Source: an optimization exercise on an open RTL-to-GDS flow (aim: small area). Production flows keep margins and buffers that such runs may drop. The RTL was checked by simulation tests, not by an equivalence proof against the original design. The flow treats the clock pin as an ideal source. Dropping or thinning the clock tree relies on that and would not hold on a real chip.

==> inputs of 11-04 <==
==> flow/design.v <==
`timescale 1ns / 1ps
module main(
    input  wire       clk,
    input  wire       rst,
    input  wire [3:0] sensor,
    input  wire [2:0] sw,
    output wire [1:0] servo
    );
localparam [1:0] IDLE = 2'd0, RIGHT = 2'd1, LEFT = 2'd2, STOP = 2'd3;
reg  [6:0] ph;
wire ph_end = ph[6] & ph[5] & ph[1] & ph[0];    
always @(posedge clk)
    if (rst || ph_end) ph <= 7'd0;
    else               ph <= ph + 7'd1;
wire tick  = (ph == 7'd49);                      
wire first = (ph == 7'd81);                      
wire last  = (ph == 7'd91);
wire [3:0] idx = ph[3:0];                        
reg [3:0] sa, sb, sc;        
wire cap = (ph == 7'd37) || (ph == 7'd39) || (ph == 7'd41);
wire sws = (ph == 7'd44);
always @(posedge clk) begin
    if (cap || (sws && !sw[2])) sa <= sb;
    if (cap) sb <= sc;
    if (cap) sc <= sensor;
    else if (sws && !sw[0]) sc <= 4'b1001;
end
function [10:0] err;
    input [3:0] s;
    err = (s == 4'b1001) ? 11'd0    :
          (s == 4'b0111) ? 11'd1548 :    
          (s == 4'b0011) ? 11'd1798 :    
          (s == 4'b1110) ? 11'd499  :
          (s == 4'b1100) ? 11'd250  :
          (s == 4'b1011) ? 11'd1923 :    
          (s == 4'b1101) ? 11'd125  :
          (s == 4'b0001) ? 11'd1882 :    
          (s == 4'b1000) ? 11'd167  : 11'd1525;   
endfunction
function [10:0] half5;
    input [3:0] s;
    half5 = (s == 4'b1001) ? 11'd500 :
            (s == 4'b0111) ? 11'd250 :
            (s == 4'b0011) ? 11'd375 :
            (s == 4'b1110) ? 11'd749 :
            (s == 4'b1100) ? 11'd625 :
            (s == 4'b1011) ? 11'd438 :
            (s == 4'b1101) ? 11'd562 :
            (s == 4'b0001) ? 11'd417 :
            (s == 4'b1000) ? 11'd583 : 11'd239;
endfunction
function [3:0] rank;
    input [3:0] s;
    rank = (s == 4'b0111) ? 4'd1 :
           (s == 4'b0011) ? 4'd2 :
           (s == 4'b0001) ? 4'd3 :
           (s == 4'b1011) ? 4'd4 :
           (s == 4'b1001) ? 4'd5 :
           (s == 4'b1101) ? 4'd6 :
           (s == 4'b1000) ? 4'd7 :
           (s == 4'b1100) ? 4'd8 :
           (s == 4'b1110) ? 4'd9 : 4'd0;
endfunction
wire [10:0] ea_v = err(sa);
wire [10:0] eb_v = err(sb);
wire [10:0] pc_v = half5(sc);
wire [11:0] ea_x = {ea_v[10], ea_v};
wire [11:0] eb_x = {eb_v[10], eb_v};
wire ea = ea_x[idx];                 
wire eb = eb_x[idx];
wire pc = pc_v[idx - 4'd1];          
wire odd_d  = ea_v[0] ^ eb_v[0];
wire corr_d = odd_d && (rank(sb) < rank(sa));    
reg c1, c2, c4, c5, ck, f500, f239;
reg [9:0] kr;                
reg [1:0] st, nx;            
reg       sl, sr;            
localparam [10:0] C500 = 11'd500, C1000 = 11'd1000, C239 = 11'd239;
wire c500  = C500[idx - 4'd1];
wire c1000 = C1000[idx - 4'd1];
wire c239  = C239[idx - 4'd1];
wire c1e = first ? (eb_v[0] | ~ea_v[0]) : c1;
wire xb  = eb ^ ~ea ^ c1e;
wire c1n = (eb & ~ea) | (eb & c1e) | (~ea & c1e);
wire dj  = xb;
wire pj  = pc;
wire c2e = first ? corr_d : c2;
wire bj  = pj ^ dj ^ c2e;
wire c2n = (pj & dj) | (pj & c2e) | (dj & c2e);
wire cont = (sl ^ sr) & (st[0] ^ st[1]);
wire cke  = first | ck;
wire kh   = kr[0];
wire knew = cont ? (kh ^ cke) : ((st != RIGHT) & c500);
wire ckn  = kh & cke;
wire kj   = last ? 1'b0 : knew;
wire c4e = first | c4;
wire c4n = (kj & ~bj) | (kj & c4e) | (~bj & c4e);
wire c5e = first | c5;
wire c5n = (c1000 & ~bj) | (c1000 & c5e) | (~bj & c5e);
wire f500n = (first | f500) & (bj == c500);
wire f239n = (first | f239) & (bj == c239);
always @(posedge clk) begin
    c1 <= c1n; c2 <= c2n; c4 <= c4n; c5 <= c5n; ck <= ckn;
    f500 <= f500n; f239 <= f239n;
    kr <= {(first | (ph > 7'd81 && ph < 7'd91)) ? knew : kh, kr[9:1]};
end
wire in_range = ~bj & c5n;
reg  [1:0] nx_new;
always @(*) begin
    case (st)
        IDLE:    nx_new = f239n ? STOP : f500n ? IDLE : (in_range & ~c4n) ? LEFT : RIGHT;
        RIGHT:   nx_new = (~in_range | c4n) ? IDLE : RIGHT;
        LEFT:    nx_new = (~in_range | c4n) ? IDLE : LEFT;
        default: nx_new = f239n ? STOP : IDLE;
    endcase
end
always @(posedge clk)
    if (rst)       nx <= RIGHT;      
    else if (last) nx <= nx_new;
always @(posedge clk)
    if (rst) begin
        st <= IDLE;
        sl <= 1'b0;
        sr <= 1'b0;
    end
    else if (tick) begin
        st <= nx;
        sl <= (st == RIGHT) || (st == IDLE && nx == IDLE);
        sr <= (st == LEFT)  || (st == IDLE && nx == IDLE);
    end
localparam [19:0] L0 = 20'hfffff, L137K = 20'h9338b, L157K = 20'hb510f, LEND = 20'hf142b;
reg  [19:0] l;
wire ld = rst | (l == LEND);
always @(posedge clk)
    l <= ld ? L0 : {l[18:0], l[19] ^ l[16]};
reg n0, le137, le157;
always @(posedge clk) begin
    n0    <= ld;
    le137 <= ld | (le137 & (l != L137K));
    le157 <= ld | (le157 & (l != L157K));
end
reg pwm_l, pwm_r;
always @(posedge clk) begin
    pwm_l <= !rst & (n0 | (sl & le157));
    pwm_r <= !rst & (n0 | (sr & le137));
end
assign servo = {pwm_r, pwm_l};
endmodule
==> flow/flow/run.sh <==
#!/bin/bash
# Own layout flow:
#  2. the combinational logic between the registers, which stay untouched, is
#     re-mapped by ABC with an area-oriented script;
#  3. ORFS floorplan .. finish, with buf_1 port buffers and one clock buffer
#     in place of TritonCTS's tree (flow/cts_pre.tcl).
# Each tool writes its full output to a log file of its own in this folder.
set -euo pipefail
W=$(pwd)
F=$W/flow
R=$W/orfs/results/${FLOW_PLATFORM:-sky130hd}/main/base
LIB=$FLOW_HOME/platforms/sky130hd/lib/sky130_fd_sc_hd__tt_025C_1v80.lib

bash standard.sh synth > $W/log_1_synth.txt 2>&1
cp $R/1_2_yosys.v $W/std_synth.v

# several ABC seeds in parallel; keep the smallest result
for S in 1 2 3 4; do
  sed -e "s|@LIB@|$LIB|g" -e "s|@IN@|$W/std_synth.v|g" -e "s|@OUT@|$W/remap_$S.v|g" \
      -e "s|@SEED@|$S|g" $F/remap.ys > $W/remap_run_$S.ys
  yosys -s $W/remap_run_$S.ys > $W/log_2_remap_$S.txt 2>&1 &
done
wait
# order the seeds by area; use the smallest result that yosys proves
# equivalent to the standard synthesis (same registers), else the latter
for S in 1 2 3 4; do
  a=$(grep "Chip area for module" $W/log_2_remap_$S.txt | tail -1 | awk '{print $NF}')
  echo "${a:-999999} $S"
done | sort -g > $W/remap_order.txt
sed 's/^module main(/module gold(/' $W/std_synth.v > $W/eq_gold.v
cp $W/std_synth.v $W/remap.v
while read -r a S; do
  sed -e 's/^module main(/module gate(/' -e 's/\b_\([0-9][0-9]*\)_\b/rr_\1_/g' $W/remap_$S.v > $W/eq_gate_$S.v
  sed -e "s|@LIB@|$LIB|g" -e "s|@GOLD@|$W/eq_gold.v|g" -e "s|@GATE@|$W/eq_gate_$S.v|g" \
      $F/equiv.ys > $W/equiv_run_$S.ys
  if yosys -s $W/equiv_run_$S.ys > $W/log_2_equiv_$S.txt 2>&1; then
    echo "chosen seed $S (area $a)" >> $W/log_2_remap_choice.txt
    cp $W/remap_$S.v $W/remap.v
    break
  fi
  echo "seed $S not proven equivalent" >> $W/log_2_remap_choice.txt
done < $W/remap_order.txt
cp $W/remap.v $R/1_2_yosys.v
rm -f $R/1_synth.odb

export OWN_CLK_BUF=${OWN_CLK_BUF:-sky130_fd_sc_hd__clkbuf_8}
export OWN_CLK_GROUPS=${OWN_CLK_GROUPS:-4}
export OWN_CLK_PORT=clk
bash standard.sh "BUFFER_PORTS_ARGS=-buffer_cell sky130_fd_sc_hd__buf_1" \
    "PRE_CTS_TCL=$F/cts_pre.tcl" finish > $W/log_3_layout.txt 2>&1
==> flow/flow/cts_pre.tcl <==
# PRE_CTS hook: replace TritonCTS's H-tree by a one-level clock tree. The
# register clock pins are split into OWN_CLK_GROUPS groups by position (halves
# by x median, then by y median); each group gets one clock buffer at its
# centre, driven straight from the clock port. Every register sees the same
# single buffer stage. The rest of ORFS's cts.tcl (placement legalisation,
# repair_timing) runs unchanged.
rename clock_tree_synthesis orfs_clock_tree_synthesis

proc own_split { pts axis } {
  # pts: list of {iterm x y}; split into two halves by the median on axis
  set idx [expr {$axis == "x" ? 1 : 2}]
  set s [lsort -integer -index $idx $pts]
  set h [expr {[llength $s] / 2}]
  return [list [lrange $s 0 [expr {$h - 1}]] [lrange $s $h end]]
}

proc clock_tree_synthesis { args } {
  set db [ord::get_db]
  set block [ord::get_db_block]
  set clk_net [$block findNet $::env(OWN_CLK_PORT)]
  set master [$db findMaster $::env(OWN_CLK_BUF)]
  $clk_net setSigType CLOCK
  set pts {}
  foreach iterm [$clk_net getITerms] {
    set box [[$iterm getInst] getBBox]
    lappend pts [list $iterm [expr {([$box xMin] + [$box xMax]) / 2}] [expr {([$box yMin] + [$box yMax]) / 2}]]
  }
  set groups [list $pts]
  set n $::env(OWN_CLK_GROUPS)
  set axis x
  while {[llength $groups] < $n} {
    set ng {}
    foreach g $groups {
      foreach h [own_split $g $axis] { lappend ng $h }
    }
    set groups $ng
    set axis [expr {$axis == "x" ? "y" : "x"}]
  }
  set k 0
  foreach g $groups {
    set inst [odb::dbInst_create $block $master clkbuf_own_$k]
    set net [odb::dbNet_create $block clknet_own_$k]
    $net setSigType CLOCK
    set sx 0; set sy 0
    foreach p $g {
      set it [lindex $p 0]
      $it disconnect
      $it connect $net
      set sx [expr {$sx + [lindex $p 1]}]
      set sy [expr {$sy + [lindex $p 2]}]
    }
    [$inst findITerm A] connect $clk_net
    [$inst findITerm X] connect $net
    $inst setLocation [expr {$sx / [llength $g]}] [expr {$sy / [llength $g]}]
    $inst setPlacementStatus PLACED
    puts "own CTS: $::env(OWN_CLK_BUF) clkbuf_own_$k drives [llength $g] clock sinks"
    incr k
  }
}
==> flow/flow/equiv.ys <==
read_liberty -ignore_miss_func @LIB@
read_verilog @GOLD@
read_verilog @GATE@
hierarchy -check
flatten gold gate
opt_clean
equiv_make gold gate equiv
equiv_simple -seq 2
equiv_induct
equiv_status -assert
==> flow/flow/remap.ys <==
read_liberty -ignore_miss_func @LIB@
read_verilog @IN@
hierarchy -top main
# registers (and any sequential or delay cell) stay as instances
setattr -mod -set keep_hierarchy 1 sky130_fd_sc_hd__*df* sky130_fd_sc_hd__*dl* sky130_fd_sc_hd__conb*
flatten
opt -purge
abc -liberty @LIB@ -dont_use sky130_fd_sc_hd__probe_p_8 -dont_use sky130_fd_sc_hd__probec_p_8 -dont_use sky130_fd_sc_hd__lpflow_* -script +strash;&get,-n;&deepsyn,-T,120,-S,@SEED@;&put;dch,-f;amap;topo
opt_clean -purge
setundef -zero
hilomap -singleton -hicell sky130_fd_sc_hd__conb_1 HI -locell sky130_fd_sc_hd__conb_1 LO
rename -hide w:*.*
opt_clean -purge
splitnets
opt_clean -purge
setattr -mod -set blackbox 1 sky130_fd_sc_hd__*
stat -liberty @LIB@
write_verilog -noattr -nohex -nodec @OUT@
==> flow/standard.sh <==
#!/bin/bash
# synth_recipe.tcl (not shown) runs the flow's synth.tcl, then flattens the netlist and writes it again
# the make line also repeats each setting of config.mk as NAME=value (left out here)
make -C /OpenROAD-flow-scripts/flow DESIGN_CONFIG=/design/flow/config.mk WORK_HOME=/design/flow/orfs CLKGATE_MAP_FILE= SYNTH_SCRIPT=/design/flow/synth_recipe.tcl "${@:-finish}"
==> flow/config.mk <==
export PLATFORM = sky130hd
export DESIGN_NAME = main
export DESIGN_NICKNAME = main
export VERILOG_FILES = /design/flow/design.v
export SDC_FILE = /design/flow/constraint.sdc
export NUM_CORES = 4
export LEC_CHECK = 0
export CAP_MARGIN = 20
export CORE_MARGIN = 2
export CORE_UTILIZATION = 40
export SLEW_MARGIN = 20
==> flow/constraint.sdc <==
create_clock -name core_clock -period 14.0 [get_ports {clk}]
set_input_delay 2.8000 -clock core_clock [delete_from_list [all_inputs] [get_ports {clk}]]
set_output_delay 2.8000 -clock core_clock [all_outputs]
set_load 0.01 [all_outputs]
==> inputs of 08-12, as changes to 11-04 <==
--- a/flow/design.v
+++ b/flow/design.v
@@ -71,7 +71,7 @@
 wire pc = pc_v[idx - 4'd1];          
 wire odd_d  = ea_v[0] ^ eb_v[0];
 wire corr_d = odd_d && (rank(sb) < rank(sa));    
-reg c1, c2, c4, c5, ck, f500, f239;
+reg c1, c2, c4, c5b, ck, f500, f239;    
 reg [9:0] kr;                
 reg [1:0] st, nx;            
 reg       sl, sr;            
@@ -95,14 +95,14 @@
 wire kj   = last ? 1'b0 : knew;
 wire c4e = first | c4;
 wire c4n = (kj & ~bj) | (kj & c4e) | (~bj & c4e);
-wire c5e = first | c5;
+wire c5e = first | ~c5b;
 wire c5n = (c1000 & ~bj) | (c1000 & c5e) | (~bj & c5e);
 wire f500n = (first | f500) & (bj == c500);
 wire f239n = (first | f239) & (bj == c239);
 always @(posedge clk) begin
-    c1 <= c1n; c2 <= c2n; c4 <= c4n; c5 <= c5n; ck <= ckn;
+    c1 <= c1n; c2 <= c2n; c4 <= c4n; c5b <= ~c5n; ck <= ckn;
     f500 <= f500n; f239 <= f239n;
-    kr <= {(first | (ph > 7'd81 && ph < 7'd91)) ? knew : kh, kr[9:1]};
+    kr <= {(ph >= 7'd81 && ph <= 7'd91) ? knew : kh, kr[9:1]};
 end
 wire in_range = ~bj & c5n;
 reg  [1:0] nx_new;
@@ -129,10 +129,12 @@
         sr <= (st == LEFT)  || (st == IDLE && nx == IDLE);
     end
 localparam [19:0] L0 = 20'hfffff, L137K = 20'h9338b, L157K = 20'hb510f, LEND = 20'hf142b;
-reg  [19:0] l;
+localparam [19:0] LM = 20'haaaaa;
+reg  [19:0] ls;
+wire [19:0] l = ls ^ LM;
 wire ld = rst | (l == LEND);
 always @(posedge clk)
-    l <= ld ? L0 : {l[18:0], l[19] ^ l[16]};
+    ls <= (ld ? L0 : {l[18:0], l[19] ^ l[16]}) ^ LM;
 reg n0, le137, le157;
 always @(posedge clk) begin
     n0    <= ld;
--- a/flow/flow/run.sh
+++ b/flow/flow/run.sh
@@ -15,7 +15,7 @@
 cp $R/1_2_yosys.v $W/std_synth.v
 
 # several ABC seeds in parallel; keep the smallest result
-for S in 1 2 3 4; do
+for S in 1 2 3 4 5 6 7 8; do
   sed -e "s|@LIB@|$LIB|g" -e "s|@IN@|$W/std_synth.v|g" -e "s|@OUT@|$W/remap_$S.v|g" \
       -e "s|@SEED@|$S|g" $F/remap.ys > $W/remap_run_$S.ys
   yosys -s $W/remap_run_$S.ys > $W/log_2_remap_$S.txt 2>&1 &
@@ -23,7 +23,7 @@
 wait
 # order the seeds by area; use the smallest result that yosys proves
 # equivalent to the standard synthesis (same registers), else the latter
-for S in 1 2 3 4; do
+for S in 1 2 3 4 5 6 7 8; do
   a=$(grep "Chip area for module" $W/log_2_remap_$S.txt | tail -1 | awk '{print $NF}')
   echo "${a:-999999} $S"
 done | sort -g > $W/remap_order.txt
--- a/flow/flow/remap.ys
+++ b/flow/flow/remap.ys
@@ -5,7 +5,7 @@
 setattr -mod -set keep_hierarchy 1 sky130_fd_sc_hd__*df* sky130_fd_sc_hd__*dl* sky130_fd_sc_hd__conb*
 flatten
 opt -purge
-abc -liberty @LIB@ -dont_use sky130_fd_sc_hd__probe_p_8 -dont_use sky130_fd_sc_hd__probec_p_8 -dont_use sky130_fd_sc_hd__lpflow_* -script +strash;&get,-n;&deepsyn,-T,120,-S,@SEED@;&put;dch,-f;amap;topo
+abc -liberty @LIB@ -dont_use sky130_fd_sc_hd__probe_p_8 -dont_use sky130_fd_sc_hd__probec_p_8 -dont_use sky130_fd_sc_hd__lpflow_* -script +strash;&get,-n;&deepsyn,-T,150,-S,@SEED@;&put;dch,-f;amap;topo
 opt_clean -purge
 setundef -zero
 hilomap -singleton -hicell sky130_fd_sc_hd__conb_1 HI -locell sky130_fd_sc_hd__conb_1 LO
==> flow_summary.json <==
{
  "total_power_uw": 311,
  "inverters": 51,
  "crit_end": "nx[0]",
  "status": "no timing/DRC/antenna violations",
  "pg_comb_uw": 33.1,
  "wire_per_inst_um": 12.5
}
# the run above: 11-04

==> flow_summary.json <==
{
  "pg_comb_uw": 35.8,
  "status": "no timing/DRC/antenna violations",
  "crit_end": "sl",
  "wire_per_inst_um": 13.1,
  "critPathSlowestCell": "nor4_1",
  "largest_class": "sequential cells"
}
# the run above: 08-12

No run of this note takes its clock network from TritonCTS; it comes from the design's own scripts or RTL.

[re-timing with driven ports]
Ports are ideal in the flow. The routed layouts listed here were re-timed in OpenROAD. Step 1 assumes that a clkbuf_16 drives the clock port and a buf_2 every other input. Step 2 moves the port delays by t, midway between the first and last clock arrival at a register: inputs arrive t later, outputs are due t later. That takes back most of the time a late clock gives input paths. Slacks: ideal ports / drivers / drivers and shift; pairs: ideal ports / drivers.
run	t, ns	setup slack, ns	slew at the worst register clock pin (ns)
11-04	0.214	9.183 / 9.183 / 9.183	0.11 / 0.11
08-12	0.211	9.630 / 9.667 / 9.456	0.11 / 0.11
After both steps every run listed still meets setup and hold. The setup slack of 08-12, which loses most, moves by +0.037 ns with the drivers and by -0.174 ns with both steps.
